What follows belongs to an exercise in optimizing a design on an open flow for small area and a short achievable clock period; a production flow would make more cautious choices.
Only simulation tests tie the RTL to the original design; equivalence was not proved.
No activity file was given, so power comes from the tool's default toggle rates.

==> trial 83: inputs <==
## top
module top(
    input logic clk, rst,
    input logic[31:0] inst,  
    output logic[31:0] ALUResult,
    output logic[31:0] RD1, RD2,
    output logic[31:0] prode_register_file,
    output logic[31:0] prode_data_memory,
    output logic[6:0] display_led
);
logic[31:0] inst_ex;
assign inst_ex = inst;
logic [31:0] SignImm, ALUSrc_out, MemtoReg_out, MemData;
logic [4:0] WriteReg;
logic MemtoReg, ALUSrc, RegDst, WE, WE3, RType;
logic [2:0] ALUControl;
assign RType = inst_ex[31];
assign MemtoReg = (inst_ex[31:26] == 6'b010101);  
assign WE = (inst_ex[31:26] == 6'b010100);  
assign RegDst = RType;
assign ALUSrc = !RType;
assign WE3 = (inst_ex[31:26] == 6'b010101) || RType;  
assign ALUControl = RType ? inst_ex[29:27] : 3'b010;
register_file r_f(
    .clk(clk),
    .rst(rst),
    .A1(inst_ex[25:21]),  
    .A2(inst_ex[20:16]),  
    .A3(WriteReg),  
    .WD3(MemtoReg_out),
    .WE3(WE3),
    .RD1(RD1),
    .RD2(RD2),
    .prode(prode_register_file)
);
ALU alu_inst(
    .SrcA(RD1),
    .SrcB(ALUSrc_out),
    .ALUControl(ALUControl),
    .ALUResult(ALUResult)
);
data_memory d_mem(
    .clk(clk),
    .rst(rst),
    .A(ALUResult),
    .WD(RD2),
    .WE(WE),
    .RD(MemData),
    .prode(prode_data_memory)
);
MUX_MemtoReg mux_memtoreg(
    .MemtoReg(MemtoReg),
    .ALUResult(ALUResult),
    .RD(MemData),
    .MemtoReg_out(MemtoReg_out)
);
MUX_RegDst mux_regdst(
    .RegDst(RegDst),
    .rt(inst_ex[20:16]),
    .rd(inst_ex[15:11]),
    .RegDst_out(WriteReg)
);
MUX_ALUSrc mux_alusrc(
    .ALUSrc(ALUSrc),
    .RegB(RD2),
    .Imm(SignImm),
    .ALUSrc_out(ALUSrc_out)
);
sign_extend sign_ext(
    .Imm(inst_ex[15:0]),
    .SignImm(SignImm)
);
display t2(
	.data_in(prode_register_file[3:0]),
	.segments(display_led)
);
endmodule
==> module ALU, before the edit <==
module ALU (
	input logic[31:0] SrcA, 
	input logic [31:0] SrcB, 
	input logic [2:0] ALUControl, 
	output logic[31:0] ALUResult
); 
always_comb begin
	ALUResult = 32'b0; 
	if (ALUControl == 3'b010) begin 
		ALUResult = SrcA + SrcB; 
	end
	else if (ALUControl == 3'b110) begin 
		ALUResult = SrcA - SrcB;
	end
end
endmodule
==> module data_memory, before the edit <==
module data_memory(
input logic clk, rst, 
input logic [31:0] A,  
input logic [31:0] WD,  
input logic WE,  
output logic [31:0] RD, 
output logic [31:0] prode  
); 
logic [31:0] mem [63:0];
assign RD = mem[A[5:0]];
assign prode = mem[A[5:0]]; 
always_ff @(posedge clk or negedge rst)
begin 
	if (!rst) begin 
		for (int i = 0; i < 64; i++) begin 
			mem[i] <= i; 
		end
	end
	else if (WE) begin
		mem[A[5:0]] <= WD; 
	end
end
endmodule
==> module register_file, before the edit <==
module register_file(input logic clk, rst, 
		input logic[4:0] A1, A2, A3,  
		input logic[31:0] WD3,  
		input logic WE3,  
		output logic[31:0] RD1,  
		output logic[31:0] RD2,  
		output logic[31:0] prode  
); 
logic[31:0] rf_regs[31:0];
assign prode = rf_regs[A3];
assign RD1 = rf_regs[A1]; 
assign RD2 = rf_regs[A2];
always_ff @ (posedge clk or negedge rst)
begin 
	if (!rst) begin 
		for (int i = 0; i < 32; i++) begin 
			rf_regs[i] <= i;
		end 
	end
	else begin 
		if (WE3) begin 
			rf_regs[A3] <= WD3;  
		end
	end
end
endmodule
==> module top, before the edit <==
module top(
    input logic clk, rst,
    input logic[31:0] inst,  
    output logic[31:0] ALUResult,
    output logic[31:0] RD1, RD2,
    output logic[31:0] prode_register_file,
    output logic[31:0] prode_data_memory,
    output logic[6:0] display_led
);
logic[31:0] inst_ex;
assign inst_ex = inst;
logic [31:0] SignImm, ALUSrc_out, MemtoReg_out, MemData;
logic [4:0] WriteReg;
logic MemtoReg, ALUSrc, RegDst, WE, WE3, RType;
logic [2:0] ALUControl;
assign RType = inst_ex[31];
assign MemtoReg = (inst_ex[31:26] == 6'b010101);  
assign WE = (inst_ex[31:26] == 6'b010100);  
assign RegDst = RType;
assign ALUSrc = !RType;
assign WE3 = (inst_ex[31:26] == 6'b010101) || RType;  
assign ALUControl = RType ? inst_ex[29:27] : 3'b010;
register_file r_f(
    .clk(clk),
    .rst(rst),
    .A1(inst_ex[25:21]),  
    .A2(inst_ex[20:16]),  
    .A3(WriteReg),  
    .WD3(MemtoReg_out),
    .WE3(WE3),
    .RD1(RD1),
    .RD2(RD2),
    .prode(prode_register_file)
);
ALU alu_inst(
    .SrcA(RD1),
    .SrcB(ALUSrc_out),
    .ALUControl(ALUControl),
    .ALUResult(ALUResult)
);
data_memory d_mem(
    .clk(clk),
    .rst(rst),
    .A(ALUResult),
    .WD(RD2),
    .WE(WE),
    .RD(MemData),
    .prode(prode_data_memory)
);
MUX_MemtoReg mux_memtoreg(
    .MemtoReg(MemtoReg),
    .ALUResult(ALUResult),
    .RD(MemData),
    .MemtoReg_out(MemtoReg_out)
);
MUX_RegDst mux_regdst(
    .RegDst(RegDst),
    .rt(inst_ex[20:16]),
    .rd(inst_ex[15:11]),
    .RegDst_out(WriteReg)
);
MUX_ALUSrc mux_alusrc(
    .ALUSrc(ALUSrc),
    .RegB(RD2),
    .Imm(SignImm),
    .ALUSrc_out(ALUSrc_out)
);
sign_extend sign_ext(
    .Imm(inst_ex[15:0]),
    .SignImm(SignImm)
);
display t2(
	.data_in(prode_register_file[3:0]),
	.segments(display_led)
);
endmodule
==> flow/config.mk <==
export PLATFORM = sky130hd
export DESIGN_NAME = top
export DESIGN_NICKNAME = top
export VERILOG_FILES = /design/flow/design.v
export SDC_FILE = /design/flow/constraint.sdc
export NUM_CORES = 8
export LEC_CHECK = 0
export CAP_MARGIN = 40
export CORE_MARGIN = 2
export CORE_UTILIZATION = 30
export SLEW_MARGIN = 40
==> flow/constraint.sdc <==
create_clock -name core_clock -period 24.0 [get_ports {clk}]
set_input_delay 4.8000 -clock core_clock [delete_from_list [all_inputs] [get_ports {clk}]]
set_output_delay 4.8000 -clock core_clock [all_outputs]
set_load 0.01 [all_outputs]
run.sh (not shown) runs the stock make flow with config.mk's settings and CLKGATE_MAP_FILE= SYNTH_SCRIPT=/design/flow/synth_recipe.tcl, a recipe that flattens the netlist after the stock synthesis.
==> inputs of build 16, as changes to trial 83 <==
--- a/flow/design.v
+++ b/flow/design.v
@@ -4,15 +4,12 @@
 	input logic [2:0] ALUControl, 
 	output logic[31:0] ALUResult
 ); 
-always_comb begin
-	ALUResult = 32'b0; 
-	if (ALUControl == 3'b010) begin 
-		ALUResult = SrcA + SrcB; 
-	end
-	else if (ALUControl == 3'b110) begin 
-		ALUResult = SrcA - SrcB;
-	end
-end
+logic sub, valid;
+logic [31:0] sum;
+assign sub = (ALUControl == 3'b110);
+assign valid = (ALUControl == 3'b010) | sub;
+assign sum = SrcA + (SrcB ^ {32{sub}}) + {31'b0, sub};
+assign ALUResult = sum & {32{valid}};
 endmodule
 module MUX_ALUSrc(
 input logic ALUSrc, 
@@ -39,26 +36,39 @@
 	assign RegDst_out = RegDst ? rd : rt; 
 endmodule
 module data_memory(
-input logic clk, rst, 
-input logic [31:0] A,  
+input logic clk, rst,
+input logic [5:0] A,  
 input logic [31:0] WD,  
 input logic WE,  
-output logic [31:0] RD, 
-output logic [31:0] prode  
-); 
-logic [31:0] mem [63:0];
-assign RD = mem[A[5:0]];
-assign prode = mem[A[5:0]]; 
-always_ff @(posedge clk or negedge rst)
-begin 
-	if (!rst) begin 
-		for (int i = 0; i < 64; i++) begin 
-			mem[i] <= i; 
-		end
-	end
-	else if (WE) begin
-		mem[A[5:0]] <= WD; 
-	end
+output logic [31:0] RD
+);
+logic [2047:0] q;    
+logic [63:0] v;      
+logic [63:0] dec;
+always_comb begin
+	for (int i = 0; i < 64; i++) dec[i] = (A == i);
+end
+genvar g;
+generate
+	for (g = 0; g < 64; g++) begin : word
+		logic we;
+		assign we = WE & dec[g];
+		always_ff @(posedge clk) begin
+			q[32*g +: 32] <= (q[32*g +: 32] & ~{32{we}}) | (WD & {32{we}});
+		end
+		always_ff @(posedge clk or negedge rst) begin
+			if (!rst) v[g] <= 1'b0;
+			else      v[g] <= v[g] | we;
+		end
+	end
+endgenerate
+logic [63:0] s;
+logic n;
+assign s = dec & v;
+assign n = |(dec & ~v);
+always_comb begin
+	RD = {26'b0, A & {6{n}}};
+	for (int i = 0; i < 64; i++) RD = RD | (q[32*i +: 32] & {32{s[i]}});
 end
 endmodule
 module display(
@@ -82,29 +92,54 @@
     endcase
 end
 endmodule
-module register_file(input logic clk, rst, 
+module register_file(input logic clk, rst,
 		input logic[4:0] A1, A2, A3,  
 		input logic[31:0] WD3,  
 		input logic WE3,  
 		output logic[31:0] RD1,  
 		output logic[31:0] RD2,  
 		output logic[31:0] prode  
-); 
-logic[31:0] rf_regs[31:0];
-assign prode = rf_regs[A3];
-assign RD1 = rf_regs[A1]; 
-assign RD2 = rf_regs[A2];
-always_ff @ (posedge clk or negedge rst)
-begin 
-	if (!rst) begin 
-		for (int i = 0; i < 32; i++) begin 
-			rf_regs[i] <= i;
-		end 
-	end
-	else begin 
-		if (WE3) begin 
-			rf_regs[A3] <= WD3;  
-		end
+);
+logic [1023:0] q;    
+logic [31:0] v;      
+logic [31:0] dec1, dec2, dec3;
+always_comb begin
+	for (int i = 0; i < 32; i++) begin
+		dec1[i] = (A1 == i);
+		dec2[i] = (A2 == i);
+		dec3[i] = (A3 == i);
+	end
+end
+genvar g;
+generate
+	for (g = 0; g < 32; g++) begin : word
+		logic we;
+		assign we = WE3 & dec3[g];
+		always_ff @(posedge clk) begin
+			q[32*g +: 32] <= (q[32*g +: 32] & ~{32{we}}) | (WD3 & {32{we}});
+		end
+		always_ff @(posedge clk or negedge rst) begin
+			if (!rst) v[g] <= 1'b0;
+			else      v[g] <= v[g] | we;
+		end
+	end
+endgenerate
+logic [31:0] s1, s2, s3;
+logic n1, n2, n3;
+assign s1 = dec1 & v;
+assign s2 = dec2 & v;
+assign s3 = dec3 & v;
+assign n1 = |(dec1 & ~v);
+assign n2 = |(dec2 & ~v);
+assign n3 = |(dec3 & ~v);
+always_comb begin
+	RD1 = {27'b0, A1 & {5{n1}}};
+	RD2 = {27'b0, A2 & {5{n2}}};
+	prode = {27'b0, A3 & {5{n3}}};
+	for (int i = 0; i < 32; i++) begin
+		RD1 = RD1 | (q[32*i +: 32] & {32{s1[i]}});
+		RD2 = RD2 | (q[32*i +: 32] & {32{s2[i]}});
+		prode = prode | (q[32*i +: 32] & {32{s3[i]}});
 	end
 end
 endmodule
@@ -157,12 +192,12 @@
 data_memory d_mem(
     .clk(clk),
     .rst(rst),
-    .A(ALUResult),
+    .A(ALUResult[5:0]),
     .WD(RD2),
     .WE(WE),
-    .RD(MemData),
-    .prode(prode_data_memory)
-);
+    .RD(MemData)
+);
+assign prode_data_memory = MemData;
 MUX_MemtoReg mux_memtoreg(
     .MemtoReg(MemtoReg),
     .ALUResult(ALUResult),
==> impl.org <==
** Status
- The flow ran to the end and the layout has no timing, DRC or antenna violations.

** GRT
- The number of antenna violations at the first check in global routing came to 85.

** Die
- Tap insertion was completed with 6400 tapcells.

** Finish
- Layout non-clock buf frac :: 0.04408
- The multi-input combinational cells in the finished layout cover a total of 63680 sq um.

** Clock tree
- After clock tree synthesis, the clock-pin slew on the worst setup and hold paths is 50 ps.
(the above is from trial 83)
==> impl.org <==
** Worst setup path
- Total buffers and inverters traversed by the critical path :: 6
- Among the stages of the critical path, the cell type that occurs most often is buf_4.

** Finish
- There are 3168 flip-flops and latches.
- Measured on the final layout, buffering overhead outside the clock network stands at 0.04265.
- In the final layout, the multi-input gates occupy 35180 sq um.

** Clock tree
- After clock tree synthesis, the clock-pin slew on the worst setup and hold paths is 70 ps.

** Yosys
- Total number of yosys warnings :: 3

** Die
- Tap insertion was completed with 5734 tapcells.

** Power
- Power attributed to sequential cells is 6610 uW.

** GRT
- The number of antenna violations at the first check in global routing is 75.

** Status
- The flow ran to the end and the layout has no timing, DRC or antenna violations.

** Timing
- Final Max Tran Viols :: 0
(the above is from build 16)

-- separate check: timing with driven ports --
Ports are ideal in the flow. The routed layouts listed here were re-timed in OpenROAD. Step 1 assumes that a clkbuf_16 drives the clock port and a buf_2 every other input. Step 2 adds t to the input delays and takes it off the output delays; t is the mean of the earliest and latest rising clock arrival at the registers after step 1. Input paths then give back, and output paths get back, about the clock's delay inside the block. Slacks: ideal ports / drivers / drivers and shift; pairs: ideal ports / drivers.
| run | t, ns | setup slack, ns | hold WS [ns] | slew at the worst register clock pin (ns) | worst data-port slew with drivers (ns) |
|---|---|---|---|---|---|
| trial 83 | 1.121 | 3.062 / 2.983 / 2.983 | 0.475 / 0.475 / 0.475 | 0.08 / 0.08 | 0.08 |
| build 16 | 1.086 | 3.410 / 3.373 / 3.373 | 0.480 / 0.480 / 0.480 | 0.07 / 0.07 | 0.07 |
After both steps every run listed still meets setup and hold. For trial 83, which loses most, drivers alone change the setup slack by -0.079 ns; drivers and shift together by -0.079 ns.
